From an optimization exercise on the open Yosys and OpenROAD flow, aimed at small area; shortcuts taken in it are not production practice.
Only simulation tests tie the RTL to the original design; equivalence was not proved.
Power figures rest on the tool's default switching activity, not on a simulated workload.

== the baseline ==
Design ted, start of the top module:
module ted
(
	input         clk,				 
	input         reset,
	input  [15:0] addr_in,
	output [15:0] addr_out,
	input   [7:0] data_in,
	output  [7:0] data_out,
	input         rw,
	output        cpuclk,			 
	output  [6:0] color,				 
	output        csync,
	output reg    hsync,
	output reg    vsync,
	output reg    hblank,
	output reg    vblank_out,
	input         wide,
	output        ce_pix,
	output        irq,
	output        ba,
	output reg    cs_io,
	output reg    cs_ram,
	output reg    cs0,
	output reg    cs1,
	output reg    aec,
	output  [4:0] snd,
	output        pal,
	input   [7:0] k,
	input   [1:0] tvmode,
	output        cpuenable			 
);
parameter TIMER1LO=6'h00;
parameter TIMER1HI=6'h01;
parameter TIMER2LO=6'h02;
parameter TIMER2HI=6'h03;
parameter TIMER3LO=6'h04;
parameter TIMER3HI=6'h05;
parameter CONTROL1=6'h06;
parameter CONTROL2=6'h07;
parameter KEYLATCH=6'h08;
parameter IRQ		=6'h09;
parameter IRQEN	=6'h0A;
parameter RASTER	=6'h0B;
parameter CURPOSHI=6'h0C;
parameter CURPOSLO=6'h0D;
parameter CH1FREQLO=6'h0E;
parameter CH2FREQLO=6'h0F;
parameter CH2FREQHI=6'h10;
parameter SOUNDCTRL=6'h11;
parameter BMAPBASE=6'h12;
parameter CHARBASE=6'h13;
parameter VIDEOBASE=6'h14;
parameter BGCOLOR0=6'h15;
parameter BGCOLOR1=6'h16;
parameter BGCOLOR2=6'h17;
parameter BGCOLOR3=6'h18;
parameter EXCOLOR=6'h19;
parameter CHARPOSRELOADHI=6'h1A;
parameter CHARPOSRELOADLO=6'h1B;
parameter VSCANPOSHI=6'h1C;
parameter VSCANPOSLO=6'h1D;
parameter HSCANPOS=6'h1E;
parameter FLASH_VERTSUB=6'h1F;
parameter ROMEN=6'h3E;
parameter RAMEN=6'h3F;
localparam IDLE=3'b000,THALT1=3'b001,THALT2=3'b010,THALT3=3'b011,TDMA=3'b100;
reg [2:0] dma_state,dma_nextstate;			 
reg [15:0] timer1,timer1_reload;													 
reg [15:0] timer2;																			 
reg [15:0] timer3;																			 
reg test,ecm,bmm,den,rsel;										 
reg [2:0] yscroll;																				 
reg bmm_reg,ecm_reg;																	 
reg reverse,stop,mcm,csel;									          
reg [2:0] xscroll;																				 
  ...
==> flow/config.mk <==
export PLATFORM = sky130hd
export DESIGN_NAME = ted
export DESIGN_NICKNAME = ted
export VERILOG_FILES = /design/flow/design.v
export SDC_FILE = /design/flow/constraint.sdc
export NUM_CORES = 4
export LEC_CHECK = 0
export CAP_MARGIN = 20
export CORE_MARGIN = 2
export CORE_UTILIZATION = 70
export CTS_BUF_LIST = sky130_fd_sc_hd__clkbuf_16
export CTS_CLUSTER_DIAMETER = 100
export CTS_CLUSTER_SIZE = 24
export PLACE_DENSITY = 0.85
export SLEW_MARGIN = 20
==> flow/constraint.sdc <==
create_clock -name core_clock -period 10.0 [get_ports {clk}]
set_input_delay 2.0000 -clock core_clock [delete_from_list [all_inputs] [get_ports {clk}]]
set_output_delay 2.0000 -clock core_clock [all_outputs]
set_load 0.01 [all_outputs]
standard.sh (not shown) runs the stock make flow with config.mk's settings and CLKGATE_MAP_FILE= SYNTH_SCRIPT=/design/flow/synth_recipe.tcl, a recipe that flattens the netlist after the stock synthesis.
==> flow/flow/run.sh <==
#!/bin/bash
export BUFFER_PORTS_ARGS="-buffer_cell sky130_fd_sc_hd__buf_1"
bash standard.sh > standard.log 2>&1
Looking at the reports, the baseline completed the entire flow and the layout it produced met the timing, DRC and antenna checks.
[inputs] the candidate vs the baseline
diff --git a/flow/design.v b/flow/design.v
--- a/flow/design.v
+++ b/flow/design.v
@@ -132,25 +132,25 @@
 reg VertSubActive;									 
 reg tedwrite_delay;								 
 reg csyncreg,palreg,equalization,eq1,eq2;		 
 reg [9:0] videocounter;							 
 reg inc_videocounter;								 
 reg [9:0] videocounter_reload;				 
 reg [9:0] CharPosition;							 
 reg CharPosLatch;									 
 reg latch_window;									 
 reg latch_charposition;							 
 reg [7:0] attr_buf [0:39];								 
 reg [7:0] char_buf [0:39];								 
-reg [7:0] nextchar,currentchar,waitingchar,pixelchar;	 
+reg [7:0] currentchar,waitingchar,pixelchar;	 
 reg [7:0] nextattr,currentattr,waitingattr,pixelattr;	
 reg [7:0] nextpixels,currentpixels,waitingpixels;
 reg [7:0] pixelshiftreg;							 
 reg [5:0] shiftcount;								 
 reg verticalscreen;								 
 reg widescreen,narrowscreen;				 
 reg videoshift;										 
 reg nextcursor,currentcursor,waitingcursor;   
 reg [6:0] pixelcolor;									 
 reg doubleshift;									 
 reg dotfetch;												 
 reg dotfetch_reg;									 
@@ -659,42 +659,40 @@
 	end
 always @(posedge clk)
 	begin
 	if(single_cycle_end)
 		begin
 		if(inc_videocounter)
 			begin
 			nextattr<=attr_buf[39];
 			shiftcount<=shiftcount+1'd1;
 			if(((CursorPos==CharPosition) && VertSubActive) || (CursorPos==0 && CharPosition==0))					 
 				nextcursor<=1;
 			else nextcursor<=0;
-			if(badline2)
-				nextchar<=data_in;
-			else
-				nextchar<=char_buf[39];
 			end
 		else begin
 			nextattr<=0;
 			shiftcount<=0;
-			nextchar<=0;
 			end
+		nextchar_valid<=inc_videocounter;
 		end
 		if(reset) begin
 		nextattr<=8'b0;
 		shiftcount<=6'b0;
 		nextcursor<=1'b0;
-		nextchar<=8'b0;
+		nextchar_valid<=1'b0;
 	end
 end
+reg nextchar_valid;
+wire [7:0] nextchar=char_buf[0] & {8{nextchar_valid}};
 always @(posedge clk)							 
 	begin
 	if(hpos_304)
 		char_window<=0;
 	else if(hpos_440 & enabledisplay)
 		char_window<=1;
 		if(reset) begin								 
 		char_window<=1'b0;
 	end
 end
 always @(posedge clk)								 
 	begin
==> summary.txt <==
- The baseline and the candidate all finish clean.
- The baseline and the candidate ended up with nearly the same clock latency of the later-clocked register in the worst-skew pair.
- Diff the baseline -> the candidate: worst setup slack +130 ps; peak ir drop on the vdd network picked up an extra about 18%; total global-route track usage shrank by 0.56 points.
- The baseline -> the candidate: post-synthesis sequential element count decreased slightly
- Taking the baseline as the reference, in the candidate final period demand of the worst path shows a reduction of 130 ps, design internal power was more or less identical.
- The candidate: layout overhead on the synthesized area is 0.19 points higher than what the baseline reported.
- Between the candidate and the baseline, the proportion of layout cells with a drive suffix above 1 does not differ in any meaningful way.
- Diff the baseline and the candidate: area used by multi-input combinational logic higher in the baseline

-- separate check: timing with driven ports --
How much do the figures lean on ideal ports? The routed layouts below were timed once more, with nothing changed but the port constraints. Step 1 (the two cells are an assumption about what drives the block):
set clk [get_ports {clk}]
set_driving_cell -lib_cell sky130_fd_sc_hd__clkbuf_16 $clk
set_driving_cell -lib_cell sky130_fd_sc_hd__buf_2 [delete_from_list [all_inputs] $clk]
Step 2, shift: input delay + t, output delay - t, t = (earliest + latest rising clock arrival at the registers) / 2. This alone moves slack from input paths to output paths. Slacks: no drivers / after step 1 / after step 2; pairs: no drivers / after step 1.
run	shift t [ns]	slack for setup (ns)	hold WS [ns]	cell pins on the clock port's net
the baseline	0.730	4.495 / 4.470 / 4.286	0.400 / 0.400 / 0.400	1
the candidate	0.725	4.629 / 4.669 / 3.944	0.393 / 0.393 / 0.393	1
After both steps setup and hold are still met in every run listed. The setup slack of the candidate, which loses most, moves by +0.040 ns with the drivers and by -0.685 ns with both steps.
